From an optimization exercise on the open Yosys and OpenROAD flow, aimed at small area and a short achievable clock period; shortcuts taken in it are not production practice. Only simulation tests tie the RTL to the original design; equivalence was not proved.

`flow/config.mk`:
```
export PLATFORM = sky130hd
export DESIGN_NAME = mac_top
export DESIGN_NICKNAME = mac_top
export VERILOG_FILES = /design/flow/design.v
export SDC_FILE = /design/flow/constraint.sdc
export NUM_CORES = 4
export LEC_CHECK = 0
export ABC_AREA = 1
export CAP_MARGIN = 20
export CORE_MARGIN = 2
export CORE_UTILIZATION = 40
export PLACE_DENSITY = 0.6
export SLEW_MARGIN = 20
```
`flow/constraint.sdc`:
```
create_clock -name core_clock -period 42.0 [get_ports {clk}]
set_input_delay 8.4000 -clock core_clock [delete_from_list [all_inputs] [get_ports {clk}]]
set_output_delay 8.4000 -clock core_clock [all_outputs]
set_load 0.01 [all_outputs]
```
`flow/design.v`:
```
module mul_unit (
	input  [15:0] a,
	input  [15:0] b,
	output [15:0] pf,
	output [12:0] pi,
	output        error
);
wire m1, m2, m3, m4, m5, m6, m7, m8, m9, m10, m11, m12;
wire m13, m14, m15, m16, m17, m18, m19, m20, m21, m22, m23, m24;
wire m25, m26, m27, m28, m29, m30, m31, m32, m33, m34, m35, m36;
wire m37, m38, m39, m40, m41, m42, m43, m44, m45, m46, m47, m48;
wire m49, m50, m51, m52, m53, m54, m55, m56, m57, m58, m59, m60;
wire m61, m62, m63, m64, m65, m66, m67, m68, m69, m70, m71, m72;
wire m73, m74, m75, m76, m77, m78, m79, m80, m81, m82, m83, m84;
wire m85, m86, m87, m88, m89, m90, m91, m92, m93, m94, m95, m96;
wire m97, m98, m99, m100, m101, m102, m103, m104, m105, m106, m107, m108;
wire m109, m110, m111, m112, m113, m114, m115, m116, m117, m118, m119, m120;
wire m121, m122, m123, m124, m125, m126, m127, m128, m129, m130, m131, m132;
wire m133, m134, m135, m136, m137, m138, m139, m140, m141, m142, m143, m144;
wire m145, m146, m147, m148, m149, m150, m151, m152, m153, m154, m155, m156;
wire m157, m158, m159, m160, m161, m162, m163, m164, m165, m166, m167, m168;
wire m169, m170, m171, m172, m173, m174, m175, m176, m177, m178, m179, m180;
wire m181, m182, m183, m184, m185, m186, m187, m188, m189, m190, m191, m192;
wire m193, m194, m195, m196, m197, m198, m199, m200, m201, m202, m203, m204;
wire m205, m206, m207, m208, m209, m210, m211, m212;
assign m1 = (a[0] & b[6]) ^ (a[1] & b[5]);
assign m2 = (a[0] & b[6]) & (a[1] & b[5]);
assign m3 = (a[0] & b[7]) ^ (a[1] & b[6]) ^ (a[2] & b[5]);
assign m4 = ((a[0] & b[7]) & (a[1] & b[6])) | ((a[0] & b[7]) & (a[2] & b[5])) | ((a[1] & b[6]) & (a[2] & b[5]));
assign m5 = (a[3] & b[4]) ^ (a[4] & b[3]);
assign m6 = (a[3] & b[4]) & (a[4] & b[3]);
assign m7 = (a[1] & b[7]) ^ (a[2] & b[6]) ^ (a[3] & b[5]);
assign m8 = ((a[1] & b[7]) & (a[2] & b[6])) | ((a[1] & b[7]) & (a[3] & b[5])) | ((a[2] & b[6]) & (a[3] & b[5]));
assign m9 = (a[4] & b[4]) ^ (a[5] & b[3]);
assign m10 = (a[4] & b[4]) & (a[5] & b[3]);
assign m11 = (a[2] & b[7]) ^ (a[3] & b[6]) ^ (a[4] & b[5]);
assign m12 = ((a[2] & b[7]) & (a[3] & b[6])) | ((a[2] & b[7]) & (a[4] & b[5])) | ((a[3] & b[6]) & (a[4] & b[5]));
assign m13 = (a[0] & b[4]) ^ (a[1] & b[3]);
assign m14 = (a[0] & b[4]) & (a[1] & b[3]);
assign m15 = (a[0] & b[5]) ^ (a[1] & b[4]) ^ (a[2] & b[3]);
assign m16 = ((a[0] & b[5]) & (a[1] & b[4])) | ((a[0] & b[5]) & (a[2] & b[3])) | ((a[1] & b[4]) & (a[2] & b[3]));
assign m17 = (a[3] & b[2]) ^ (a[4] & b[1]);
assign m18 = (a[3] & b[2]) & (a[4] & b[1]);
assign m19 = m1 ^ (a[2] & b[4]) ^ (a[3] & b[3]);
assign m20 = (m1 & (a[2] & b[4])) | (m1 & (a[3] & b[3])) | ((a[2] & b[4]) & (a[3] & b[3]));
assign m21 = (a[4] & b[2]) ^ (a[5] & b[1]) ^ (a[6] & b[0]);
assign m22 = ((a[4] & b[2]) & (a[5] & b[1])) | ((a[4] & b[2]) & (a[6] & b[0])) | ((a[5] & b[1]) & (a[6] & b[0]));
assign m23 = m2 ^ m3 ^ m5;
assign m24 = (m2 & m3) | (m2 & m5) | (m3 & m5);
assign m25 = (a[5] & b[2]) ^ (a[6] & b[1]) ^ (a[7] & b[0]);
assign m26 = ((a[5] & b[2]) & (a[6] & b[1])) | ((a[5] & b[2]) & (a[7] & b[0])) | ((a[6] & b[1]) & (a[7] & b[0]));
assign m27 = m4 ^ m6 ^ m7;
assign m28 = (m4 & m6) | (m4 & m7) | (m6 & m7);
assign m29 = m9 ^ (a[6] & b[2]) ^ (a[7] & b[1]);
assign m30 = (m9 & (a[6] & b[2])) | (m9 & (a[7] & b[1])) | ((a[6] & b[2]) & (a[7] & b[1]));
assign m31 = m8 ^ m10 ^ m11;
assign m32 = (m8 & m10) | (m8 & m11) | (m10 & m11);
assign m33 = (a[5] & b[4]) ^ (a[6] & b[3]) ^ (a[7] & b[2]);
assign m34 = ((a[5] & b[4]) & (a[6] & b[3])) | ((a[5] & b[4]) & (a[7] & b[2])) | ((a[6] & b[3]) & (a[7] & b[2]));
assign m35 = m12 ^ (a[3] & b[7]) ^ (a[4] & b[6]);
assign m36 = (m12 & (a[3] & b[7])) | (m12 & (a[4] & b[6])) | ((a[3] & b[7]) & (a[4] & b[6]));
assign m37 = (a[5] & b[5]) ^ (a[6] & b[4]) ^ (a[7] & b[3]);
assign m38 = ((a[5] & b[5]) & (a[6] & b[4])) | ((a[5] & b[5]) & (a[7] & b[3])) | ((a[6] & b[4]) & (a[7] & b[3]));
assign m39 = (a[4] & b[7]) ^ (a[5] & b[6]) ^ (a[6] & b[5]);
assign m40 = ((a[4] & b[7]) & (a[5] & b[6])) | ((a[4] & b[7]) & (a[6] & b[5])) | ((a[5] & b[6]) & (a[6] & b[5]));
assign m41 = (a[0] & b[3]) ^ (a[1] & b[2]);
assign m42 = (a[0] & b[3]) & (a[1] & b[2]);
assign m43 = m13 ^ (a[2] & b[2]) ^ (a[3] & b[1]);
assign m44 = (m13 & (a[2] & b[2])) | (m13 & (a[3] & b[1])) | ((a[2] & b[2]) & (a[3] & b[1]));
assign m45 = m14 ^ m15 ^ m17;
assign m46 = (m14 & m15) | (m14 & m17) | (m15 & m17);
assign m47 = m16 ^ m18 ^ m19;
assign m48 = (m16 & m18) | (m16 & m19) | (m18 & m19);
assign m49 = m20 ^ m22 ^ m23;
assign m50 = (m20 & m22) | (m20 & m23) | (m22 & m23);
assign m51 = m24 ^ m26 ^ m27;
assign m52 = (m24 & m26) | (m24 & m27) | (m26 & m27);
assign m53 = m28 ^ m30 ^ m31;
assign m54 = (m28 & m30) | (m28 & m31) | (m30 & m31);
assign m55 = m32 ^ m34 ^ m35;
assign m56 = (m32 & m34) | (m32 & m35) | (m34 & m35);
assign m57 = m36 ^ m38 ^ m39;
assign m58 = (m36 & m38) | (m36 & m39) | (m38 & m39);
assign m59 = m40 ^ (a[5] & b[7]) ^ (a[6] & b[6]);
assign m60 = (m40 & (a[5] & b[7])) | (m40 & (a[6] & b[6])) | ((a[5] & b[7]) & (a[6] & b[6]));
assign m61 = (a[0] & b[2]) ^ (a[1] & b[1]);
assign m62 = (a[0] & b[2]) & (a[1] & b[1]);
assign m63 = m41 ^ (a[2] & b[1]) ^ (a[3] & b[0]);
assign m64 = (m41 & (a[2] & b[1])) | (m41 & (a[3] & b[0])) | ((a[2] & b[1]) & (a[3] & b[0]));
assign m65 = m42 ^ m43 ^ (a[4] & b[0]);
assign m66 = (m42 & m43) | (m42 & (a[4] & b[0])) | (m43 & (a[4] & b[0]));
assign m67 = m44 ^ m45 ^ (a[5] & b[0]);
assign m68 = (m44 & m45) | (m44 & (a[5] & b[0])) | (m45 & (a[5] & b[0]));
assign m69 = m46 ^ m47 ^ m21;
assign m70 = (m46 & m47) | (m46 & m21) | (m47 & m21);
assign m71 = m48 ^ m49 ^ m25;
assign m72 = (m48 & m49) | (m48 & m25) | (m49 & m25);
assign m73 = m50 ^ m51 ^ m29;
assign m74 = (m50 & m51) | (m50 & m29) | (m51 & m29);
assign m75 = m52 ^ m53 ^ m33;
assign m76 = (m52 & m53) | (m52 & m33) | (m53 & m33);
assign m77 = m54 ^ m55 ^ m37;
assign m78 = (m54 & m55) | (m54 & m37) | (m55 & m37);
assign m79 = m56 ^ m57 ^ (a[7] & b[4]);
assign m80 = (m56 & m57) | (m56 & (a[7] & b[4])) | (m57 & (a[7] & b[4]));
assign m81 = m58 ^ m59 ^ (a[7] & b[5]);
assign m82 = (m58 & m59) | (m58 & (a[7] & b[5])) | (m59 & (a[7] & b[5]));
assign m83 = m60 ^ (a[6] & b[7]) ^ (a[7] & b[6]);
assign m84 = (m60 & (a[6] & b[7])) | (m60 & (a[7] & b[6])) | ((a[6] & b[7]) & (a[7] & b[6]));
assign m85 = m74 ^ m75;
assign m86 = m74 & m75;
assign m87 = m76 ^ m77;
assign m88 = m76 & m77;
assign m89 = m78 ^ m79;
assign m90 = m78 & m79;
assign m91 = m80 ^ m81;
assign m92 = m80 & m81;
assign m93 = m72 ^ m73;
assign m94 = m72 & m73;
assign m95 = m85 ^ ~(a[7] & b[1]) ^ ~(b[7] & a[1]);
assign m96 = (m85 & ~(a[7] & b[1])) | (m85 & ~(b[7] & a[1])) | (~(a[7] & b[1]) & ~(b[7] & a[1]));
assign m97 = m86 ^ m87 ^ ~(a[7] & b[2]);
assign m98 = (m86 & m87) | (m86 & ~(a[7] & b[2])) | (m87 & ~(a[7] & b[2]));
assign m99 = m88 ^ m89 ^ ~(a[7] & b[3]);
assign m100 = (m88 & m89) | (m88 & ~(a[7] & b[3])) | (m89 & ~(a[7] & b[3]));
assign m101 = m90 ^ m91 ^ ~(a[7] & b[4]);
assign m102 = (m90 & m91) | (m90 & ~(a[7] & b[4])) | (m91 & ~(a[7] & b[4]));
assign m103 = m93 ^ ~(a[7] & b[0]);
assign m104 = m93 & ~(a[7] & b[0]);
assign m105 = m94 ^ m95 ^ 1'b1;
assign m106 = (m94 & m95) | (m94 & 1'b1) | (m95 & 1'b1);
assign m107 = m96 ^ m97 ^ ~(b[7] & a[2]);
assign m108 = (m96 & m97) | (m96 & ~(b[7] & a[2])) | (m97 & ~(b[7] & a[2]));
assign m109 = m98 ^ m99 ^ ~(b[7] & a[3]);
assign m110 = (m98 & m99) | (m98 & ~(b[7] & a[3])) | (m99 & ~(b[7] & a[3]));
assign m111 = m100 ^ m101 ^ ~(b[7] & a[4]);
assign m112 = (m100 & m101) | (m100 & ~(b[7] & a[4])) | (m101 & ~(b[7] & a[4]));
assign m113 = m102 ^ m92;
assign m114 = m102 & m92;
assign m115 = m76 ^ m77 ^ a[0];
assign m116 = (m76 & m77) | (m76 & a[0]) | (m77 & a[0]);
assign m117 = m78 ^ m79 ^ a[1];
assign m118 = (m78 & m79) | (m78 & a[1]) | (m79 & a[1]);
assign m119 = (a[2] & b[9]) ^ (a[3] & b[8]);
assign m120 = (a[2] & b[9]) & (a[3] & b[8]);
assign m121 = m80 ^ m81 ^ a[2];
assign m122 = (m80 & m81) | (m80 & a[2]) | (m81 & a[2]);
assign m123 = (a[3] & b[9]) ^ (a[4] & b[8]) ^ (a[8] & b[4]);
assign m124 = ((a[3] & b[9]) & (a[4] & b[8])) | ((a[3] & b[9]) & (a[8] & b[4])) | ((a[4] & b[8]) & (a[8] & b[4]));
assign m125 = m82 ^ m83 ^ a[3];
assign m126 = (m82 & m83) | (m82 & a[3]) | (m83 & a[3]);
assign m127 = (a[4] & b[9]) ^ (a[5] & b[8]) ^ (a[8] & b[5]);
assign m128 = ((a[4] & b[9]) & (a[5] & b[8])) | ((a[4] & b[9]) & (a[8] & b[5])) | ((a[5] & b[8]) & (a[8] & b[5]));
assign m129 = m84 ^ (a[7] & b[7]) ^ a[4];
assign m130 = (m84 & (a[7] & b[7])) | (m84 & a[4]) | ((a[7] & b[7]) & a[4]);
assign m131 = (a[5] & b[9]) ^ (a[6] & b[8]) ^ (a[8] & b[6]);
assign m132 = ((a[5] & b[9]) & (a[6] & b[8])) | ((a[5] & b[9]) & (a[8] & b[6])) | ((a[6] & b[8]) & (a[8] & b[6]));
assign m133 = a[5] ^ (a[6] & b[9]) ^ (a[7] & b[8]);
assign m134 = (a[5] & (a[6] & b[9])) | (a[5] & (a[7] & b[8])) | ((a[6] & b[9]) & (a[7] & b[8]));
assign m135 = m74 ^ m75 ^ (a[0] & b[9]);
assign m136 = (m74 & m75) | (m74 & (a[0] & b[9])) | (m75 & (a[0] & b[9]));
assign m137 = m115 ^ (a[1] & b[9]) ^ (a[2] & b[8]);
assign m138 = (m115 & (a[1] & b[9])) | (m115 & (a[2] & b[8])) | ((a[1] & b[9]) & (a[2] & b[8]));
assign m139 = (a[8] & b[2]) ^ (a[9] & b[1]);
assign m140 = (a[8] & b[2]) & (a[9] & b[1]);
assign m141 = m116 ^ m117 ^ m119;
assign m142 = (m116 & m117) | (m116 & m119) | (m117 & m119);
assign m143 = (a[8] & b[3]) ^ (a[9] & b[2]) ^ b[1];
assign m144 = ((a[8] & b[3]) & (a[9] & b[2])) | ((a[8] & b[3]) & b[1]) | ((a[9] & b[2]) & b[1]);
assign m145 = m118 ^ m120 ^ m121;
assign m146 = (m118 & m120) | (m118 & m121) | (m120 & m121);
assign m147 = m123 ^ (a[9] & b[3]) ^ b[2];
assign m148 = (m123 & (a[9] & b[3])) | (m123 & b[2]) | ((a[9] & b[3]) & b[2]);
assign m149 = m122 ^ m124 ^ m125;
assign m150 = (m122 & m124) | (m122 & m125) | (m124 & m125);
assign m151 = m127 ^ (a[9] & b[4]) ^ b[3];
assign m152 = (m127 & (a[9] & b[4])) | (m127 & b[3]) | ((a[9] & b[4]) & b[3]);
assign m153 = m126 ^ m128 ^ m129;
assign m154 = (m126 & m128) | (m126 & m129) | (m128 & m129);
assign m155 = m131 ^ (a[9] & b[5]) ^ b[4];
assign m156 = (m131 & (a[9] & b[5])) | (m131 & b[4]) | ((a[9] & b[5]) & b[4]);
assign m157 = m130 ^ m132 ^ m133;
assign m158 = (m130 & m132) | (m130 & m133) | (m132 & m133);
assign m159 = (a[8] & b[7]) ^ (a[9] & b[6]) ^ b[5];
assign m160 = ((a[8] & b[7]) & (a[9] & b[6])) | ((a[8] & b[7]) & b[5]) | ((a[9] & b[6]) & b[5]);
assign m161 = m134 ^ a[6] ^ (a[7] & b[9]);
assign m162 = (m134 & a[6]) | (m134 & (a[7] & b[9])) | (a[6] & (a[7] & b[9]));
assign m163 = (a[8] & b[8]) ^ (a[9] & b[7]) ^ b[6];
assign m164 = ((a[8] & b[8]) & (a[9] & b[7])) | ((a[8] & b[8]) & b[6]) | ((a[9] & b[7]) & b[6]);
assign m165 = a[7] ^ (a[8] & b[9]) ^ (a[9] & b[8]);
assign m166 = (a[7] & (a[8] & b[9])) | (a[7] & (a[9] & b[8])) | ((a[8] & b[9]) & (a[9] & b[8]));
assign m167 = m72 ^ m73;
assign m168 = m72 & m73;
assign m169 = m135 ^ (a[1] & b[8]) ^ (a[8] & b[1]);
assign m170 = (m135 & (a[1] & b[8])) | (m135 & (a[8] & b[1])) | ((a[1] & b[8]) & (a[8] & b[1]));
assign m171 = m136 ^ m137 ^ m139;
assign m172 = (m136 & m137) | (m136 & m139) | (m137 & m139);
assign m173 = m138 ^ m140 ^ m141;
assign m174 = (m138 & m140) | (m138 & m141) | (m140 & m141);
assign m175 = m142 ^ m144 ^ m145;
assign m176 = (m142 & m144) | (m142 & m145) | (m144 & m145);
assign m177 = m146 ^ m148 ^ m149;
assign m178 = (m146 & m148) | (m146 & m149) | (m148 & m149);
assign m179 = m150 ^ m152 ^ m153;
assign m180 = (m150 & m152) | (m150 & m153) | (m152 & m153);
assign m181 = m154 ^ m156 ^ m157;
assign m182 = (m154 & m156) | (m154 & m157) | (m156 & m157);
assign m183 = m158 ^ m160 ^ m161;
assign m184 = (m158 & m160) | (m158 & m161) | (m160 & m161);
assign m185 = m162 ^ m164 ^ m165;
assign m186 = (m162 & m164) | (m162 & m165) | (m164 & m165);
assign m187 = m166 ^ a[8] ^ (a[9] & b[9]);
assign m188 = (m166 & a[8]) | (m166 & (a[9] & b[9])) | (a[8] & (a[9] & b[9]));
assign m189 = m167 ^ (a[0] & b[8]);
assign m190 = m167 & (a[0] & b[8]);
assign m191 = m168 ^ m169 ^ (a[9] & b[0]);
assign m192 = (m168 & m169) | (m168 & (a[9] & b[0])) | (m169 & (a[9] & b[0]));
assign m193 = m170 ^ m171 ^ b[0];
assign m194 = (m170 & m171) | (m170 & b[0]) | (m171 & b[0]);
assign m195 = m172 ^ m173 ^ m143;
assign m196 = (m172 & m173) | (m172 & m143) | (m173 & m143);
assign m197 = m174 ^ m175 ^ m147;
assign m198 = (m174 & m175) | (m174 & m147) | (m175 & m147);
assign m199 = m176 ^ m177 ^ m151;
assign m200 = (m176 & m177) | (m176 & m151) | (m177 & m151);
assign m201 = m178 ^ m179 ^ m155;
assign m202 = (m178 & m179) | (m178 & m155) | (m179 & m155);
assign m203 = m180 ^ m181 ^ m159;
assign m204 = (m180 & m181) | (m180 & m159) | (m181 & m159);
assign m205 = m182 ^ m183 ^ m163;
assign m206 = (m182 & m183) | (m182 & m163) | (m183 & m163);
assign m207 = m184 ^ m185 ^ b[7];
assign m208 = (m184 & m185) | (m184 & b[7]) | (m185 & b[7]);
assign m209 = m186 ^ m187 ^ b[8];
assign m210 = (m186 & m187) | (m186 & b[8]) | (m187 & b[8]);
assign m211 = m188 ^ a[9] ^ b[9];
assign m212 = (m188 & a[9]) | (m188 & b[9]) | (a[9] & b[9]);
wire [12:0] ix0 = {m110, m108, m106, m104, m103, m70, m68, m66, m64, m62, m61, (a[0] & b[1]), (a[0] & b[0])};
wire [12:0] ix1 = {m111, m109, m107, m105, ~(b[7] & a[0]), m71, m69, m67, m65, m63, (a[2] & b[0]), (a[1] & b[0]), 1'b0};
wire [21:0] fx0 = {1'b0, m212, m210, m208, m206, m204, m202, m200, m198, m196, m194, m192, m190, m189, m70, m68, m66, m64, m62, m61, (a[0] & b[1]), (a[0] & b[0])};
wire [21:0] fx1 = {1'b0, 1'b1, m211, m209, m207, m205, m203, m201, m199, m197, m195, m193, m191, (a[8] & b[0]), m71, m69, m67, m65, m63, (a[2] & b[0]), (a[1] & b[0]), 1'b0};
	wire [12:0] isum = ix0 + ix1;
	wire        iz   = (a[7:0] == 8'h80) | (b[7:0] == 8'h80);
	assign pi = iz ? 13'd0 : isum;
	wire [21:0] m  = fx0 + fx1;
	wire [5:0]  s  = a[14:10] + b[14:10];
	wire        uf = (s < 6'd15);
	wire        of = (s > 6'd46);
	wire [4:0]  e  = s[4:0] + 5'd17 + {4'd0, m[21]};
	wire [9:0]  f  = m[21] ? m[20:11] : m[19:10];
	wire        sg = a[15] ^ b[15];
	wire        z  = ~(|a) | ~(|b);
	assign error = uf | of;
	assign pf = z  ? 16'b0 :
	            uf ? {sg, 15'b0} :
	            of ? {sg, 5'h1f, 10'b0} :
	                 {sg, e, f};
endmodule
module mac_top
(
	input                    clk,
	input                    rst_n,         
	input                    enable,
	input                    valid,
	input                    read,    
	input                    mode,    
	input                    cfg,
	input             [15:0] in_a,
	input             [15:0] in_b,
	output            [15:0] mac_out,
	output                   error
);
	reg [15:0] pf_reg;    
	reg [12:0] pi_reg;    
	reg        err_reg;   
	reg [15:0] c_reg;
	reg        mode_reg;
	wire [15:0] pf_next, sum;
	wire [12:0] pi_next;
	wire        err_next;
	mul_unit u_mul  (.a(in_a), .b(in_b), .pf(pf_next), .pi(pi_next), .error(err_next));
	mac_add  u_add  (.mode(mode_reg), .pf(pf_reg), .pi(pi_reg), .c(c_reg), .s(sum));
	always @ ( posedge clk or negedge rst_n ) begin
		if ( ! rst_n ) begin
			pf_reg   <= 16'b0;   
			pi_reg   <= 13'b0;
			err_reg  <= 1'b1;    
			c_reg    <= 16'b0;
			mode_reg <= 1'b0;
		end else if (enable) begin
			if (valid) begin
				pf_reg  <= pf_next;
				pi_reg  <= pi_next;
				err_reg <= err_next;
				c_reg   <= sum;
			end
			else if (read) begin  
				pf_reg  <= 16'b0;
				pi_reg  <= 13'b0;
				err_reg <= 1'b1;
				c_reg   <= 16'b0;
			end
		end else if (cfg) begin
			mode_reg <= mode;
		end
	end
	assign error   = err_reg;
	assign mac_out = (read && enable && ~valid) ? sum : 16'b0;
endmodule
module mac_add (
	input         mode,
	input  [15:0] pf,
	input  [12:0] pi,
	input  [15:0] c,
	output [15:0] s
);
	wire [11:0] lo = pi[10:0] + c[10:0];
	wire [1:0]  hi = pi[12:11] + c[12:11];
	wire [15:0] s_int = {hi, 2'b00, lo};
	wire [4:0]  ep   = pf[14:10];
	wire [4:0]  ec   = c[14:10];
	wire [5:0]  d1   = {1'b0, ep} - {1'b0, ec};
	wire [4:0]  d2   = ec - ep;
	wire        p_ge = ~d1[5];
	wire [4:0]  sh   = p_ge ? d1[4:0] : d2;
	wire [4:0]  eb   = p_ge ? ep : ec;
	wire        a_gt = pf[14:0] > c[14:0];
	wire [9:0]  mb   = a_gt ? pf[9:0] : c[9:0];
	wire [9:0]  ms   = a_gt ? c[9:0]  : pf[9:0];
	wire        sign = a_gt ? pf[15]  : c[15];
	wire        sub  = pf[15] ^ c[15];
	wire [21:0] af   = {1'b1, ms, 11'd0} >> sh;
	wire [13:0] al   = {af[21:11], af[10], |af[8:0], af[9]};
	wire [14:0] sum  = {2'b01, mb, 3'd0} + {1'b0, al ^ {14{sub}}} + {14'd0, sub};
	wire [14:0] ma   = {sum[14] & ~sub, sum[13:0]};
	reg  [4:0]  nzl;
	always @(*) begin
		casez (ma[14:3])
			12'b1???????????: nzl = 5'd0;
			12'b01??????????: nzl = 5'd1;
			12'b001?????????: nzl = 5'd2;
			12'b0001????????: nzl = 5'd3;
			12'b00001???????: nzl = 5'd4;
			12'b000001??????: nzl = 5'd5;
			12'b0000001?????: nzl = 5'd6;
			12'b00000001????: nzl = 5'd7;
			12'b000000001???: nzl = 5'd8;
			12'b0000000001??: nzl = 5'd9;
			12'b00000000001?: nzl = 5'd10;
			12'b000000000001: nzl = 5'd11;
			default:          nzl = 5'd0;
		endcase
	end
	wire [5:0]  sle  = {1'b0, eb} - {1'b0, nzl} + 6'd1;
	wire [3:0]  lsv  = (nzl > sle[4:0]) ? sle[3:0] : nzl[3:0];
	wire [14:0] nm   = ma << lsv;
	wire        rnd  = (|nm[2:0] | nm[4]) & nm[3];
	wire [4:0]  ex   = sub ? (sle[5] ? 5'd0 : sle[4:0]) : (eb + {4'd0, ma[14]});
	wire [9:0]  fr   = nm[13:4] + {9'd0, rnd};
	wire [15:0] s_fp = {sign, ex, fr};
	assign s = mode ? s_fp : s_int;
endmodule
```
`flow/run.sh`:
```
#!/bin/bash
# synth_recipe.tcl (not shown) runs the flow's synth.tcl, then flattens the netlist and writes it again
# the make line also repeats each setting of config.mk as NAME=value (left out here)
make -C /OpenROAD-flow-scripts/flow DESIGN_CONFIG=/design/flow/config.mk WORK_HOME=/design/flow/orfs CLKGATE_MAP_FILE= SYNTH_SCRIPT=/design/flow/synth_recipe.tcl finish
```
==> impl_results.md, run 1 <==
- Design area: 11800 sq um
- Worst path most repeated cell: nand2_1
- Post-synth cell types: 54
- I/O Buffers: 55
- Most common cell in the netlist: nand2_1
- Setup violations, final: 0
- DRT Pass-1 Iters: 6
- Dpl cell area: 11600 sq um
- Synthesized cell area: 10900 sq um
- Initial DRC count: 688
- Worst-Margin Slew: 1.10 ns
- Core ar.: 26900 sq um
- Startpoint types: flip-flop
- Unrepaired setup endpoints after global routing: no
- Status: finished clean
- Grt total ovfl: 0
- Asr flop ratio synth: 100%
- Top cells by area, synth: fa_1, nand2_1, ha_1
- CTS clk-pin slew, worst paths: 0.07 ns
- Filler cells: 2872
- CTS Sinks: 47
- CP startpoint: pf_reg[12]
- Post-cts sizing count: 0
- Area added between synthesis and finish: 7.87%
- GPL Wtd Cong: 0.908
- WP data arrival: 10.65 ns
- RR Startpoint: pf_reg[12]
- Die ar.: 28700 sq um
- DR vias: 10357
- Most used DFF post-synth: dfrtp_1
- Syn Area/Cell: 6.50 sq um
- Drt total wl: 29.9 mm
- Post-synth top area share: 16.7%
- Initial Util: 40.7%
- Worst Skew: 0.00628 ns
- CP Capture Type: primary output
- Slowest stage delay, CP: 0.60 ns
- Antenna-violating nets left: 0
- Share of layout cells above drive strength 1: 4.25%
- Clk Latency, worst-skew pair: 0.30 ns
- Register-to-register setup slack: 32.09 ns
- First-pass GRT wire length: 50.3 mm
- # diodes: 0
- H-tree depth: 2
- Achievable frequency: 52.5 MHz
- EDFF count, synth: 0
- Worst EP required: 33.60 ns
- Rel. slew slack: 26.4%
- Max cap viols: 0
- HP Start: pi_reg[9]
- Top cell type by total area after synthesis: fa_1
- Setup Fix Bufs, Post-CTS: 0
- Cells after Synth: 1684
- CP max-delay cell: clkdlybuf4s50_1
- Register area: 1180 sq um
- Num ports: 56
- Yosys warning count: 2
- Min Tclk post-route: 19.05 ns
- GRT Overall Usage: 21.4%
- Routed vias/inst: 5.09
- Area of the multi-input gates: 8220 sq um
- Clk root buf: clkbuf_16
- Final max-slew violation count: 0
- Initial antenna violation count: 0
- # hold bufs at CTS: 0
- Setup TNS Final: 0 ns
- Largest net degree at the start of global routing: 48
- TritonCTS clock tree: yes
- Die H: 169 um
- Synth top cells by count: nand2_1, inv_1, nand3_1
- # rows: 60
- Hold Vio Cnt, Final: 0
- TritonCTS Buffers: 5
- DR WL/cell: 14.7 um
- Final worst-path cycle share: 45.4%
- Min-Delay Path Class: reg -> reg
- Crit Path Max Fanout: 16
- Nets@finish: 1929
- Seq/Total Area, Yosys: 10.8%
- Dpl hpwl: 25.1 mm
- Die W: 169 um
- Max Buffers Root-to-Sink: 2
- Seq cells post-synth: 47
- DRC Markers: 0
- Mapped Nets: 1921
- Vias in the first global route: 10114
- Crit path kind: reg -> out
area by class of cell:
type / count / share of cell area, %
Clock buffer: 5 / 1.06
Clock inverter: 3 / 0.233
Inverter: 335 / 10.7
Multi-Input combinational cell: 1246 / 69.7
Sequential cell: 47 / 9.98
Tap cell: 341 / 3.62
Timing Repair Buffer: 57 / 4.77
path summary, 6_finish.rpt:
check                              to  cells after the start
min in group asynchronous  pf_reg[12]                      1
setup / recovery           mac_out[8]                     57
max in group asynchronous    c_reg[3]                      1
setup reg to reg             c_reg[6]                     57
hold reg to reg             pi_reg[9]                      2
hold / removal              pi_reg[9]                      2
metal layers:
| metal | GRT usage [%] | vias up | routed length (um) |
|---|---|---|---|
| li1 | - | 5304 | - |
| met1 | 27.8 | 4817 | 13800 |
| met2 | 38.9 | 196 | 14800 |
| met3 | 0.840 | 40 | 707 |
| met4 | 6.13 | 0 | 680 |
| met5 | 0 | - | 0 |
worst max-delay path: cells and delay by family, from the launching register on:
kind	cells	cell delay (ns)
xor gates and xnor gates	1	0.08
AOI/OAI and AO/OA	10	2.33
buffers and inverters	10	1.57
adders and majority gates	8	2.58
and+or+nand+nor	28	3.39
DFF	1	0.37
layout by cell type, fill, tap and decap left out, types with 5 or more instances in the layout:
cell type,synthesis,layout
nor2_1,99,99
dfrtp_1,46,46
inv_1,322,322
ha_1,107,107
nand4_1,16,16
nand2_2,20,20
nor2_2,11,11
a21oi_1,66,66
nor3_1,10,10
clkbuf_16,0,5
o21ai_0,82,82
o21ai_1,9,9
xnor2_1,21,21
nand2_1,435,435
inv_2,10,10
nor4_1,9,9
o211ai_1,5,5
o22ai_1,13,13
fa_1,91,91
xor2_1,27,27
nand3_1,168,168
clkdlybuf4s50_1,0,54
o31ai_1,6,6
metrics by stage:
step / hold slack [ns] / setup WS [ns] / std cells / util (%)
2_1_floorplan: 0.458 / 24.57 / 1684 / -
3_3_place_gp: 0.488 / 23.43 / 2026 / 43.3
3_5_place_dp: 0.486 / 23.30 / 2026 / 43.3
4_1_cts: 0.507 / 23.09 / 2034 / 43.9
5_1_grt: 0.512 / 21.91 / 2034 / 43.9
6_report: 0.505 / 22.95 / 2034 / 43.9
cells by family (layout without fill, tap and decap cells):
group	after synthesis	count (layout)	share of synthesized area (%)
AO/OA/AOI/OAI	207	207	10.6
XOR/XNOR	49	49	3.99
adder cells (fa/ha/maj)	198	198	28.9
buffers and inverters	391	400	14.1
flip-flops	47	47	10.8
multiplexers	2	2	0.183
AND/OR/NAND/NOR	790	790	31.5
==> inputs of run 2 (changes only) <==
==> flow/flow/run.sh (new file) <==
#!/bin/bash
set -euo pipefail
bash standard.sh SETUP_SLACK_MARGIN=24 finish > standard_flow.log 2>&1
==> flow/standard.sh (new file) <==
#!/bin/bash
# synth_recipe.tcl (not shown) runs the flow's synth.tcl, then flattens the netlist and writes it again
# the make line also repeats each setting of config.mk as NAME=value (left out here)
make -C /OpenROAD-flow-scripts/flow DESIGN_CONFIG=/design/flow/config.mk WORK_HOME=/design/flow/orfs CLKGATE_MAP_FILE= SYNTH_SCRIPT=/design/flow/synth_recipe.tcl "${@:-finish}"
removed: flow/run.sh
==> run 2 against run 1 <==
Via count increased by 2.2%; global-route usage grew 0.13 points; utilization is 1.9 points higher; count of clock-buffer cells in the layout did not move; final area grew 4.3%; maximum frequency grew 6.6%; critical endpoint unchanged; non-clock buffer count is 34 higher; worst hold slack gained 0.00056 ns.
==> impl_results.md, run 2 <==
- DRT Pass-1 Iters: 7 (was 6)
- Post-synth top area share: 16.7% (unchanged)
- TritonCTS clock tree: yes (unchanged)
- Status: finished clean (unchanged)
- Num ports: 56 (unchanged)
- EDFF count, synth: 0 (unchanged)
- Worst Setup EP: mac_out[8] (unchanged)
- Min-Delay Path Class: reg -> reg (unchanged)
- Setup TNS Final: 0 ns (unchanged)
- DRC Markers: 0 (unchanged)
- CTS Sinks: 47 (unchanged)
- TritonCTS Buffers: 5 (unchanged)
- Most common cell in the netlist: nand2_1 (unchanged)
- Clk root buf: clkbuf_16 (unchanged)
- Vias in the first global route: 10180 (was 10114)
- Nets@finish: 1965 (was 1929)
- Die H: 169 um (unchanged)
- DR vias: 10590 (was 10357)
- H-tree depth: 2 (unchanged)
- CP startpoint: enable (was pf_reg[12])
- Setup violations, final: 0 (unchanged)
- Grt total ovfl: 0 (unchanged)
- R2R Path End: c_reg[6] (unchanged)
- Hold Vio Cnt, Final: 0 (unchanged)
- Initial antenna violation count: 0 (unchanged)
- Die W: 169 um (unchanged)
- Seq/Total Area, Yosys: 10.8% (unchanged)
- CTS clk-pin slew, worst paths: 0.07 ns (about the same)
- Worst-Margin Slew: 1.08 ns (was 1.10 ns)
- Register-to-register setup slack: 33.24 ns (was 32.09 ns)
- Dpl hpwl: 25.1 mm (unchanged)
- Final max-slew violation count: 0 (unchanged)
- Synth top cells by count: nand2_1, inv_1, nand3_1 (unchanged)
- Top cells by area, synth: fa_1, nand2_1, ha_1 (unchanged)
- Initial DRC count: 753 (was 688)
- Antenna-violating nets left: 0 (unchanged)
- Mapped Nets: 1921 (unchanged)
- Crit Path Max Fanout: 6 (was 16)
- Largest net degree at the start of global routing: 48 (unchanged)
- Area added between synthesis and finish: 12.5% (was 7.87%)
- Rel. slew slack: 28.1% (was 26.4%)
- GPL Wtd Cong: 0.908 (unchanged)
- R2r worst-path depth: 63 (was 57)
- Die ar.: 28700 sq um (unchanged)
- # diodes: 0 (unchanged)
- Max Buffers Root-to-Sink: 2 (unchanged)
- Yosys warning count: 2 (unchanged)
- Worst hold stages: 2 (unchanged)
- Initial Util: 40.7% (unchanged)
- Top cell type by total area after synthesis: fa_1 (unchanged)
- Most used DFF post-synth: dfrtp_1 (unchanged)
- Routed vias/inst: 5.12 (was 5.09)
- Min Tclk post-route: 17.87 ns (was 19.05 ns)
- Final worst-path cycle share: 42.5% (was 45.4%)
- # rows: 60 (unchanged)
- Synthesized cell area: 10900 sq um (unchanged)
- Commonest non-fill, non-tap cell in the layout: nand2_1 (unchanged)
- GRT Overall Usage: 21.6% (was 21.4%)
- Drt total wl: 30.8 mm (was 29.9 mm)
- Worst Skew: 0.00616 ns (was 0.00628 ns)
- Startpoint types: primary input (was flip-flop)
- I/O Buffers: 55 (unchanged)
- Unrepaired setup endpoints after global routing: yes (was no)
- Max cap viols: 0 (unchanged)
- Asr flop ratio synth: 100% (unchanged)
- Syn Area/Cell: 6.50 sq um (unchanged)
- Cells after Synth: 1684 (unchanged)
- Core ar.: 26900 sq um (unchanged)
- Design area: 12300 sq um (was 11800 sq um)
- Seq cells post-synth: 47 (unchanged)
- Crit path kind: in -> out (was reg -> out)
- Post-synth cell types: 54 (unchanged)
- Commonest non-fill, non-tap cells in the layout: nand2_1, inv_1, nand3_1 (unchanged)
- Clk Latency, worst-skew pair: 0.30 ns (about the same)
- WP data arrival: 9.47 ns (was 10.65 ns)
- Share of layout cells above drive strength 1: 9.66% (was 4.25%)
- DR WL/cell: 14.9 um (was 14.7 um)
- Achievable frequency: 56.0 MHz (was 52.5 MHz)
- Dpl cell area: 11600 sq um (unchanged)
- WHS: 0.506 ns (was 0.505 ns)
- CP Capture Type: primary output (unchanged)
- RR Startpoint: pf_reg[13] (was pf_reg[12])
- First-pass GRT wire length: 50.6 mm (was 50.3 mm)
- Worst EP required: 33.60 ns (about the same)
-- run 2: cell families (layout without fill, tap and decap cells) --
group	count (synthesis)	in the layout	share of synthesized area [%]
flops	47	47	10.8
mux	2	2	0.183
fa+ha+maj	198	198	28.9
buf+inv	391	434	14.1
xor+xnor	49	49	3.99
compound gates	207	207	10.6
simple gates	790	792	31.5
-- run 2: worst min-delay path by stage --
stage          slack, ns        end  startpoint
6_report            0.51  pi_reg[9]   pi_reg[9]
3_5_place_dp        0.49  pi_reg[8]   pi_reg[8]
2_1_floorplan       0.46  pi_reg[7]   pi_reg[7]
4_1_cts             0.51  pi_reg[8]   pi_reg[8]
3_3_place_gp        0.49  pi_reg[9]   pi_reg[9]
5_1_grt             0.51  pi_reg[8]   pi_reg[8]
-- run 2: per-stage QoR --
step	util [%]	cells	worst slack [ns]
floorplan	-	1684	24.57
global placement	43.3	2026	23.43
detailed placement	43.3	2026	23.30
CTS	44.0	2040	23.90
global route	45.8	2070	23.90
finish	45.8	2070	24.13
-- run 2: layer usage --
layer	track usage (%)	wire (um)	vias to the layer above
met2	38.8	15300	230
met1	27.9	13800	4931
li1	-	-	5378
met5	0	0	-
met3	0.863	794	51
met4	7.02	887	0
-- run 2: area by class of cell --
| class | count | area [sq um] |
|---|---|---|
| clock inverters | 3 | 27.5 |
| well taps | 341 | 427 |
| flip-flops and latches | 47 | 1180 |
| fillers | 2848 | 14600 |
| multi-input cells | 1248 | 8500 |
| clock buffers | 5 | 125 |
| inverters | 335 | 1270 |
| repair buffers | 91 | 769 |
-- run 2: worst max-delay path: stages --
cell and delay, ns:
dlygate4sd2_1 0.23, nand2_1 0.12, nor2_4 0.12, clkinvlp_4 0.16, buf_4 0.17, a21oi_2 0.10
clkbuf_2 0.16
-- run 2: repair_timing --
action                                  in CTS  in global routing
buffers inserted                             6                 28
hold buffers                                 0                  0
endpoints found under the setup margin      16                 16
cloned                                       0                  2
resized for setup                           76                 62
pin swaps                                    3                 10
==> inputs of run 3 (changes only) <==
--- a/flow/config.mk
+++ b/flow/config.mk
@@ -8,6 +8,6 @@
 export ABC_AREA = 1
 export CAP_MARGIN = 20
 export CORE_MARGIN = 2
-export CORE_UTILIZATION = 40
-export PLACE_DENSITY = 0.6
+export CORE_UTILIZATION = 60
+export PLACE_DENSITY = 0.8
 export SLEW_MARGIN = 20
==> run 3 against run 2 <==
Routed wire length down 1.4%; flip-flop and latch count is the same; highest routed layer unchanged; worst hold slack improved by 0.0024 ns; clock skew decreased by 0.0040 ns; count of clock-buffer cells in the layout is the same; worst setup slack got worse by 0.041 ns; global-route usage rose by 8.1 points; critical path type unchanged; synthesized area is the same; still clean; die area is 33% lower.
==> impl_results.md, run 3 <==
- Hold Vio Cnt, Final: 0 (unchanged)
- Crit path kind: in -> out (unchanged)
- Commonest non-fill, non-tap cells in the layout: nand2_1, inv_1, nand3_1 (unchanged)
- Yosys warning count: 2 (unchanged)
- Die H: 139 um (was 169 um)
- DR vias: 11059 (was 10590)
- Grt total ovfl: 0 (unchanged)
- Num ports: 56 (unchanged)
- Core ar.: 17900 sq um (was 26900 sq um)
- Top cells by area, synth: fa_1, nand2_1, ha_1 (unchanged)
- TritonCTS clock tree: yes (unchanged)
- Cells after Synth: 1684 (unchanged)
- Die W: 139 um (was 169 um)
- Crit Path Max Fanout: 5 (was 6)
- Unrepaired setup endpoints after global routing: no (was yes)
- # rows: 49 (was 60)
- CP max-delay cell: dlygate4sd2_1 (unchanged)
- Max Buffers Root-to-Sink: 2 (unchanged)
- Post-synth top area share: 16.7% (unchanged)
- GPL Wtd Cong: 1.01 (was 0.908)
- Final worst-path cycle share: 42.6% (was 42.5%)
- Synthesized cell area: 10900 sq um (unchanged)
- Most used DFF post-synth: dfrtp_1 (unchanged)
- Area of the multi-input gates: 8650 sq um (was 8500 sq um)
- Rel. slew slack: 32.2% (was 28.1%)
- Nets@finish: 1978 (was 1965)
- # diodes: 0 (unchanged)
- Final Non-Filler Cells: 1971 (was 2070)
- WP data arrival: 9.51 ns (was 9.47 ns)
- CTS Sinks: 47 (unchanged)
- Min-Delay Path Class: reg -> reg (unchanged)
- Synth top cells by count: nand2_1, inv_1, nand3_1 (unchanged)
- Worst-Margin Slew: 1.02 ns (was 1.08 ns)
- Largest net degree at the start of global routing: 48 (unchanged)
- TritonCTS Buffers: 5 (unchanged)
- Status: finished clean (unchanged)
- Dpl cell area: 11500 sq um (was 11600 sq um)
- Vias in the first global route: 10333 (was 10180)
- Worst Skew: 0.00220 ns (was 0.00616 ns)
- Share of layout cells above drive strength 1: 12.1% (was 9.66%)
- Seq/Total Area, Yosys: 10.8% (unchanged)
- DRC Markers: 0 (unchanged)
- Top cell type by total area after synthesis: fa_1 (unchanged)
- Worst EP required: 33.60 ns (about the same)
- First-pass GRT wire length: 47.9 mm (was 50.6 mm)
- Max cap viols: 0 (unchanged)
- Critical path cell sequence: dlygate4sd2_1 > nand2_2 > nor2_4 > clkinvlp_4 > buf_6 > nor2_1 > clkdlybuf4s15_1 (was dlygate4sd2_1 > nand2_1 > nor2_4 > clkinvlp_4 > buf_4 > a21oi_2 > clkbuf_2)
- H-tree depth: 2 (unchanged)
- Post-synth cell types: 54 (unchanged)
- Clk Latency, worst-skew pair: 0.30 ns (about the same)
- DRT Pass-1 Iters: 6 (was 7)
- Most common cell in the netlist: nand2_1 (unchanged)
- Initial DRC count: 706 (was 753)
- Routed vias/inst: 5.61 (was 5.12)
- Antenna-violating nets left: 0 (unchanged)
- Commonest non-fill, non-tap cell in the layout: nand2_1 (unchanged)
- EDFF count, synth: 0 (unchanged)
- Design area: 12500 sq um (was 12300 sq um)
- Initial Util: 61.1% (was 40.7%)
- I/O Buffers: 55 (unchanged)
- Syn Area/Cell: 6.50 sq um (unchanged)
- Seq cells post-synth: 47 (unchanged)
- Area added between synthesis and finish: 13.9% (was 12.5%)
- Initial antenna violation count: 0 (unchanged)
- Dpl hpwl: 23.6 mm (was 25.1 mm)
- Startpoint types: primary input (unchanged)
- Post-placement cell count: 1912 (was 2026)
- Setup violations, final: 0 (unchanged)
- Clk root buf: clkbuf_16 (unchanged)
- Final max-slew violation count: 0 (unchanged)
- Slowest stage delay, CP: 0.25 ns (was 0.23 ns)
- Asr flop ratio synth: 100% (unchanged)
- Register area: 1190 sq um (was 1180 sq um)
- Setup TNS Final: 0 ns (unchanged)
- Fin util: 69.6% (was 45.8%)
- Drt total wl: 30.3 mm (was 30.8 mm)
- WHS: 0.508 ns (was 0.506 ns)
- GRT Overall Usage: 29.6% (was 21.6%)
- Filler cells: 1545 (was 2848)
- Mapped Nets: 1921 (unchanged)
- CTS clk-pin slew, worst paths: 0.07 ns (about the same)
- Die ar.: 19300 sq um (was 28700 sq um)
- Achievable frequency: 55.8 MHz (was 56.0 MHz)
- Min Tclk post-route: 17.91 ns (was 17.87 ns)
- # hold bufs at CTS: 0 (unchanged)
- CP Capture Type: primary output (unchanged)
- DR WL/cell: 15.4 um (was 14.9 um)
- Register-to-register setup slack: 33.11 ns (was 33.24 ns)
[run 3: cell counts after synthesis]
No cell type changed its count.
[run 3: layout make-up]
type / count / share of cell area (%)
multi-input combinational: 1249 / 69.4
timing repair buffer: 102 / 6.88
clock buffer: 5 / 1.00
sequential: 47 / 9.52
timing repair inverter: 1 / 0.0602
tap: 229 / 2.30
clock inverter: 3 / 0.572
inverter: 335 / 10.3
[run 3: final timing paths]
check,to,cells after the start,startpoint
max,mac_out[2],7,enable
max reg2reg,c_reg[7],60,c_reg[10]
min in group asynchronous,pf_reg[14],1,rst_n
min,err_reg,2,err_reg
min reg2reg,err_reg,2,err_reg
max in group asynchronous,c_reg[1],1,rst_n
[run 3: what timing repair did]
| item | 4_1_cts | 5_1_grt |
|---|---|---|
| buffers inserted | 7 | 38 |
| cloned | 2 | 3 |
| pin swaps | 4 | 31 |
| setup endpoints to repair | 16 | 16 |
| hold endpoints to repair | 0 | 0 |
| resized for setup | 76 | 103 |
[run 3: worst max-delay path: cells and delay by family]
kind	cells	cell delay [ns]
buffers and inverters	4	0.79
AND/OR/NAND/NOR	3	0.32
[run 3: stage by stage]
| step | worst slack [ns] |
|---|---|
| 2_1_floorplan | 24.57 |
| 3_3_place_gp | 23.43 |
| 3_5_place_dp | 23.41 |
| 4_1_cts | 23.91 |
| 5_1_grt | 23.78 |
| 6_report | 24.09 |
[run 3: logic make-up after synthesis]
kind of cell             count (synthesis)  share of synthesized area, %
AND/OR/NAND/NOR                        790                          31.5
buffers and inverters                  391                          14.1
AO/OA/AOI/OAI                          207                          10.6
adder cells (fa/ha/maj)                198                          28.9
XOR/XNOR                                49                          3.99
flip-flops                              47                          10.8
multiplexers                             2                         0.183
[run 3: metal layers]
| layer | wire length, um | share of wire (%) | GRT usage [%] |
|---|---|---|---|
| met1 | 12100 | 40 | 35.6 |
| met2 | 15200 | 50 | 54.2 |
| met3 | 1440 | 4.7 | 1.73 |
| met4 | 1540 | 5.1 | 14.2 |
| met5 | 0 | 0 | 0 |
==> inputs of run 4 (changes only) <==
==> flow/flow/run.sh (replaced) <==
#!/bin/bash
set -euo pipefail
bash standard.sh SETUP_SLACK_MARGIN=23 finish > standard_flow.log 2>&1
--- a/flow/config.mk
+++ b/flow/config.mk
@@ -8,6 +8,6 @@
 export ABC_AREA = 1
 export CAP_MARGIN = 20
 export CORE_MARGIN = 2
-export CORE_UTILIZATION = 60
-export PLACE_DENSITY = 0.8
+export CORE_UTILIZATION = 40
+export PLACE_DENSITY = 0.6
 export SLEW_MARGIN = 20
==> run 4 against run 3 <==
Still clean on timing, DRC and antenna; sequential share of layout area increased by 0.21 points; flip-flop and latch count did not move; worst hold slack lost 0.0027 ns; routed wire length shrank 0.15%; synthesized area did not move; synthesized cell count did not move; maximum frequency decreased by 3.8%; die area rose by 48%; cell count up 4.4%; utilization fell by 25 points; clock skew up 0.0035 ns; largest cell class unchanged.
==> impl_results.md, run 4 <==
- Status: finished clean (unchanged)
- Cells after Synth: 1684 (unchanged)
- Post-route setup slack: 23.39 ns (was 24.09 ns)
- R2R Path End: c_reg[6] (was c_reg[7])
- Area of the multi-input gates: 8350 sq um (was 8650 sq um)
- Initial Util: 40.7% (was 61.1%)
- Synth top cells by count: nand2_1, inv_1, nand3_1 (unchanged)
- Filler cells: 2861 (was 1545)
- Crit Path Max Fanout: 15 (was 5)
- CP Capture Type: primary output (unchanged)
- GPL Wtd Cong: 0.908 (was 1.01)
- Commonest non-fill, non-tap cells in the layout: nand2_1, inv_1, nand3_1 (unchanged)
- EDFF count, synth: 0 (unchanged)
- Area added between synthesis and finish: 10.7% (was 13.9%)
- Pre-CTS setup slack: 23.30 ns (was 23.41 ns)
- Routed vias/inst: 5.08 (was 5.61)
- Worst Setup EP: mac_out[9] (was mac_out[2])
- Antenna-violating nets left: 0 (unchanged)
- GRT met1 Usage: 27.8% (was 35.6%)
- Register-to-register setup slack: 32.91 ns (was 33.11 ns)
- Crit path kind: in -> out (unchanged)
- Register area: 1180 sq um (was 1190 sq um)
- Seq/Total Area, Yosys: 10.8% (unchanged)
- Final worst-path cycle share: 44.3% (was 42.6%)
- Top cell type by total area after synthesis: fa_1 (unchanged)
- CP startpoint: enable (unchanged)
- Clk Latency, worst-skew pair: 0.30 ns (about the same)
- Achievable frequency: 53.7 MHz (was 55.8 MHz)
- Top cells by area, synth: fa_1, nand2_1, ha_1 (unchanged)
- Worst Skew: 0.00566 ns (was 0.00220 ns)
- Most used DFF post-synth: dfrtp_1 (unchanged)
- Post-synth top area share: 16.7% (unchanged)
- First-pass GRT wire length: 50.3 mm (was 47.9 mm)
- Vias in the first global route: 10114 (was 10333)
- Commonest non-fill, non-tap cell in the layout: nand2_1 (unchanged)
- Die H: 169 um (was 139 um)
- Min-Delay Path Class: reg -> reg (unchanged)
- Drt total wl: 30.3 mm (about the same)
- Dpl hpwl: 25.1 mm (was 23.6 mm)
- Final max-slew violation count: 0 (unchanged)
- RR Startpoint: c_reg[6] (was c_reg[10])
- Max cap viols: 0 (unchanged)
- Grt total ovfl: 0 (unchanged)
- Num ports: 56 (unchanged)
- Seq cells post-synth: 47 (unchanged)
- Initial antenna violation count: 0 (unchanged)
- Worst-Margin Slew: 1.10 ns (was 1.02 ns)
- TritonCTS Buffers: 5 (unchanged)
- DR WL/cell: 14.7 um (was 15.4 um)
- Asr flop ratio synth: 100% (unchanged)
- DRC Markers: 0 (unchanged)
- CTS clk-pin slew, worst paths: 0.07 ns (about the same)
- Hold Vio Cnt, Final: 0 (unchanged)
- CTS Sinks: 47 (unchanged)
- M3 GR Usage: 0.840% (was 1.73%)
- Setup violations, final: 0 (unchanged)
- WHS: 0.506 ns (was 0.508 ns)
- # hold bufs at CTS: 0 (unchanged)
- Initial DRC count: 663 (was 706)
- Nets@finish: 1952 (was 1978)
- Syn Area/Cell: 6.50 sq um (unchanged)
- Setup TNS Final: 0 ns (unchanged)
- Mapped Nets: 1921 (unchanged)
- TritonCTS clock tree: yes (unchanged)
- Max Buffers Root-to-Sink: 2 (unchanged)
- Most common cell in the netlist: nand2_1 (unchanged)
- Worst EP required: 33.60 ns (about the same)
- R2r worst-path depth: 59 (was 60)
- Yosys warning count: 2 (unchanged)
- WP data arrival: 10.21 ns (was 9.51 ns)
- Min Tclk post-route: 18.61 ns (was 17.91 ns)
- H-tree depth: 2 (unchanged)
- Share of layout cells above drive strength 1: 6.35% (was 12.1%)
- Largest net degree at the start of global routing: 48 (unchanged)
- DR vias: 10455 (was 11059)
- GRT Max-Usage Layer: met2 (unchanged)
- Rel. slew slack: 26.4% (was 32.2%)
- Die ar.: 28700 sq um (was 19300 sq um)
- Unrepaired setup endpoints after global routing: no (unchanged)
- # rows: 60 (was 49)
- # diodes: 0 (unchanged)
- Startpoint types: primary input (unchanged)
- I/O Buffers: 55 (unchanged)
- Synthesized cell area: 10900 sq um (unchanged)
- Core ar.: 26900 sq um (was 17900 sq um)
- DRT Pass-1 Iters: 5 (was 6)
- Post-synth cell types: 54 (unchanged)
- GRT Overall Usage: 21.4% (was 29.6%)
- Clk root buf: clkbuf_16 (unchanged)
- Die W: 169 um (was 139 um)
- GR Util met2: 38.9% (was 54.2%)
## run 4: changes by cell type in the layout (fill, tap and decap cells not counted), sizes merged
cell / delta
buf: -35
clkdlybuf4s50: +18
clkbuf: -4
bufinv: -2
dlygate4sd2: -2
inv: +2
clkdlybuf4s15: -1
clkinvlp: -1
nand4: -1
## run 4: repair_timing
| item | in CTS | in global routing |
|---|---|---|
| gates resized for setup | 0 | 31 |
| setup endpoints to repair | 0 | 10 |
| setup buffers | 0 | 21 |
## run 4: metal layers
metal / wire length (um) / vias up / share of wire (%)
met2: 15000 / 245 / 49
met5: 0 / - / 0
met4: 766 / 0 / 2.5
met3: 789 / 46 / 2.6
met1: 13800 / 4811 / 45
li1: - / 5353 / -
## run 4: cells by family (layout without fill, tap and decap cells)
kind of cell | count (synthesis) | after routing | share of synthesized area (%)
AOI/OAI and AO/OA | 207 | 207 | 10.6
xor gates and xnor gates | 49 | 49 | 3.99
adders and majority gates | 198 | 198 | 28.9
buffers and inverters | 391 | 421 | 14.1
DFF | 47 | 47 | 10.8
muxes | 2 | 2 | 0.183
and+or+nand+nor | 790 | 792 | 31.5
## run 4: worst min-delay path by stage
stage                            to  slack (ns)  cells after the start  startpoint
after floorplan           pi_reg[7]        0.46                      2   pi_reg[7]
after global placement    pi_reg[9]        0.49                      2   pi_reg[9]
after detailed placement  pi_reg[8]        0.49                      2   pi_reg[8]
after CTS                 pi_reg[8]        0.51                      2   pi_reg[8]
after global routing      pi_reg[8]        0.51                      2   pi_reg[8]
final                     pi_reg[9]        0.51                      2   pi_reg[9]
## run 4: cell type report
cell class / count / area share (%)
well taps: 341 / 3.52
multi-input cells: 1248 / 69.0
repair buffers: 78 / 6.06
clock inverters: 3 / 0.227
inverters: 335 / 10.5
flip-flops and latches: 47 / 9.73
clock buffers: 5 / 1.03
## run 4: per-stage QoR
step           cells  area, sq um  util, %
2_1_floorplan   1684        10900        -
5_1_grt         2057        12100     45.0
4_1_cts         2034        11800     43.9
6_report        2057        12100     45.0
3_5_place_dp    2026        11600     43.3
3_3_place_gp    2026        11600     43.3
## run 4: worst max-delay path: stages
cell,delay [ns]
clkdlybuf4s50_1,0.50
nand2_1,0.07
nor2_1,0.12
inv_1,0.30
a21oi_1,0.26
clkdlybuf4s50_1,0.56
==> inputs of run 5 (changes only) <==
==> flow/flow/run.sh (replaced) <==
#!/bin/bash
# Standard layout with two changes to how it is made (the clock, constraints
# and checks are the design's own):
#  - synthesis maps adders' carry logic with Yosys's default Brent-Kung tree
#    (any SYNTH_OPERATIONS_ARGS drops ORFS's Kogge-Stone extra map; -nordff
#    only concerns memories, which this design has none of)
#  - timing repair aims for more setup slack than the design's period needs
set -euo pipefail
bash standard.sh SYNTH_OPERATIONS_ARGS=-nordff SETUP_SLACK_MARGIN=24 finish > standard_flow.log 2>&1
==> run 5 against run 4 <==
Largest cell class unchanged; final area increased by 8.7%; worst setup slack improved by 0.64 ns; critical endpoint is now mac_out[1].
==> impl_results.md, run 5 <==
- Status: finished clean (unchanged)
- Dpl hpwl: 24.1 mm (was 25.1 mm)
- Mapped Nets: 1729 (was 1921)
- Hold Vio Cnt, Final: 0 (unchanged)
- Crit path kind: in -> out (unchanged)
- Area added between synthesis and finish: 26.4% (was 10.7%)
- Worst Skew: 0.00829 ns (was 0.00566 ns)
- Clk Latency, worst-skew pair: 0.29 ns (was 0.30 ns)
- Asr flop ratio synth: 100% (unchanged)
- Rel. slew slack: 34.0% (was 26.4%)
- CP Capture Type: primary output (unchanged)
- RR Startpoint: c_reg[5] (was c_reg[6])
- I/O Buffers: 55 (unchanged)
- TritonCTS clock tree: yes (unchanged)
- HP Start: pi_reg[3] (was pi_reg[9])
- DRC Markers: 0 (unchanged)
- DRT Pass-1 Iters: 5 (unchanged)
- Commonest non-fill, non-tap cells in the layout: nand2_1, inv_1, fa_1 (was nand2_1, inv_1, nand3_1)
- EDFF count, synth: 0 (unchanged)
- Startpoint types: primary input (unchanged)
- Slowest stage delay, CP: 0.42 ns (was 0.56 ns)
- First-pass GRT wire length: 51.1 mm (was 50.3 mm)
- Final max-slew violation count: 0 (unchanged)
- Crit Path Max Fanout: 6 (was 15)
- DR WL/cell: 16.4 um (was 14.7 um)
- CTS clk-pin slew, worst paths: 0.06 ns (was 0.07 ns)
- Initial DRC count: 550 (was 663)
- Share of layout cells above drive strength 1: 22.3% (was 6.35%)
- Clk root buf: clkbuf_16 (unchanged)
- Setup violations, final: 0 (unchanged)
- Die W: 165 um (was 169 um)
- Post-synth top area share: 22.5% (was 16.7%)
- CP startpoint: valid (was enable)
- Seq/Total Area, Yosys: 11.3% (was 10.8%)
- Setup TNS Final: 0 ns (unchanged)
- Worst-Margin Slew: 0.979 ns (was 1.10 ns)
- Nets@finish: 1853 (was 1952)
- Num ports: 56 (unchanged)
- CP max-delay cell: clkdlybuf4s50_1 (unchanged)
- # rows: 59 (was 60)
- Achievable frequency: 55.7 MHz (was 53.7 MHz)
- Routed vias/inst: 5.12 (was 5.08)
- Drt total wl: 31.5 mm (was 30.3 mm)
- Vias in the first global route: 10157 (was 10114)
- Top cells by area, synth: fa_1, ha_1, inv_1 (was fa_1, nand2_1, ha_1)
- Synthesized cell area: 10400 sq um (was 10900 sq um)
- Top cell type by total area after synthesis: fa_1 (unchanged)
- Grt total ovfl: 0 (unchanged)
- Largest net degree at the start of global routing: 48 (unchanged)
- Worst EP required: 33.60 ns (about the same)
- Initial antenna violation count: 0 (unchanged)
- TritonCTS Buffers: 5 (unchanged)
- Commonest non-fill, non-tap cell in the layout: nand2_1 (unchanged)
- Die ar.: 27300 sq um (was 28700 sq um)
- H-tree depth: 2 (unchanged)
- DR vias: 9862 (was 10455)
- Yosys warning count: 2 (unchanged)
- GRT Overall Usage: 23.6% (was 21.4%)
- # diodes: 0 (unchanged)
- # hold bufs at CTS: 0 (unchanged)
- Min-Delay Path Class: reg -> reg (unchanged)
- Critical path cell sequence: clkdlybuf4s50_1 > or2_4 > buf_6 > nor2_4 > buf_6 (was clkdlybuf4s50_1 > nand2_1 > nor2_1 > inv_1 > a21oi_1 > clkdlybuf4s50_1)
- Most used DFF post-synth: dfrtp_1 (unchanged)
- Core ar.: 25800 sq um (was 26900 sq um)
- Worst path most repeated cell: buf_6 (was clkdlybuf4s50_1)
- Max Buffers Root-to-Sink: 2 (unchanged)
- Cells after Synth: 1467 (was 1684)
- Initial Util: 40.3% (was 40.7%)
- Post-synth cell types: 53 (was 54)
- Seq cells post-synth: 47 (unchanged)
- Die H: 165 um (was 169 um)
- Unrepaired setup endpoints after global routing: yes (was no)
- Syn Area/Cell: 7.10 sq um (was 6.50 sq um)
- WP data arrival: 9.57 ns (was 10.21 ns)
- Synth top cells by count: inv_1, nand2_1, fa_1 (was nand2_1, inv_1, nand3_1)
- Antenna-violating nets left: 0 (unchanged)
- Min Tclk post-route: 17.97 ns (was 18.61 ns)
- Max cap viols: 0 (unchanged)
- GPL Wtd Cong: 0.967 (was 0.908)
- Final worst-path cycle share: 42.8% (was 44.3%)
- CTS Sinks: 47 (unchanged)
- WHS: 0.496 ns (was 0.506 ns)
run 5: final timing paths:
kind	end	slack (ns)	cells after the start
max reg2reg	c_reg[8]	32.45	74
min in group asynchronous	pi_reg[6]	8.13	1
min	pi_reg[3]	0.50	2
min reg2reg	pi_reg[3]	0.50	2
max	mac_out[1]	24.03	5
max in group asynchronous	c_reg[12]	33.40	1
run 5: worst max-delay path: cells and delay by family:
family	cells	cell delay, ns
and+or+nand+nor	2	0.47
buffers and inverters	3	0.70
run 5: cells by family after synthesis:
kind of cell,share of synthesized area [%]
AOI/OAI and AO/OA,10.6
DFF,11.3
adders and majority gates,35.2
muxes,0.288
buffers and inverters,14.3
xor gates and xnor gates,4.04
and+or+nand+nor,24.3
run 5: final cells by class:
cell class	count	area (sq um)
Multi-Input combinational cell	1034	8760
Timing Repair inverter	1	7.51
Timing Repair Buffer	164	1360
Tap cell	335	419
Clock buffer	5	125
Fill cell	2528	12700
Clock inverter	1	7.51
Sequential cell	47	1190
Inverter	338	1290
run 5: through the flow:
stage          cell area (sq um)  setup WS (ns)  util (%)  std cells
2_1_floorplan              10400          24.08         -       1467
3_3_place_gp               11200          21.74      43.3       1809
3_5_place_dp               11200          21.54      43.3       1809
4_1_cts                    12600          23.96      48.6       1895
5_1_grt                    13200          23.50      50.9       1925
6_report                   13200          24.03      50.9       1925
run 5: per-layer routing:
layer  global-route usage (%)  wire [um]
met3                     1.62       1030
met5                        0          0
met2                     43.1      15900
met4                     7.72       1080
met1                     29.6      13500
run 5: timing repair:
item,CTS,global route
pin swaps,69,70
resized for setup,248,87
endpoints found under the setup margin,16,16
cloned,5,0
endpoints found under the hold margin,0,0
setup buffers,75,30

port drivers added, routing unchanged:
In the flow no input, the clock included, has a driving cell. The finished layouts below were timed again as built, in two steps.
Step 1 assumes that a clkbuf_16 drives the clock port and a buf_2 every other input.
Step 2 times the ports against the registers' clock, not the clock port: input delays grow and output delays shrink by t, the midpoint of the rising clock arrivals with the driver on.
Slacks: no drivers / after step 1 / after step 2; pairs: no drivers / after step 1.
| run | shift t [ns] | setup slack, ns | worst setup path after step 2 |
|---|---|---|---|
| run 1 | 0.338 | 22.953 / 22.911 / 23.249 | register to output |
| run 2 | 0.337 | 24.134 / 24.110 / 24.110 | input to output |
| run 3 | 0.331 | 24.093 / 24.074 / 24.074 | input to output |
| run 4 | 0.338 | 23.388 / 23.361 / 23.361 | input to output |
| run 5 | 0.332 | 24.031 / 23.998 / 24.010 | input to output |
After both steps every run listed still meets setup and hold. The setup slack of run 4, which loses most, moves by -0.027 ns with the drivers and by -0.027 ns with both steps.
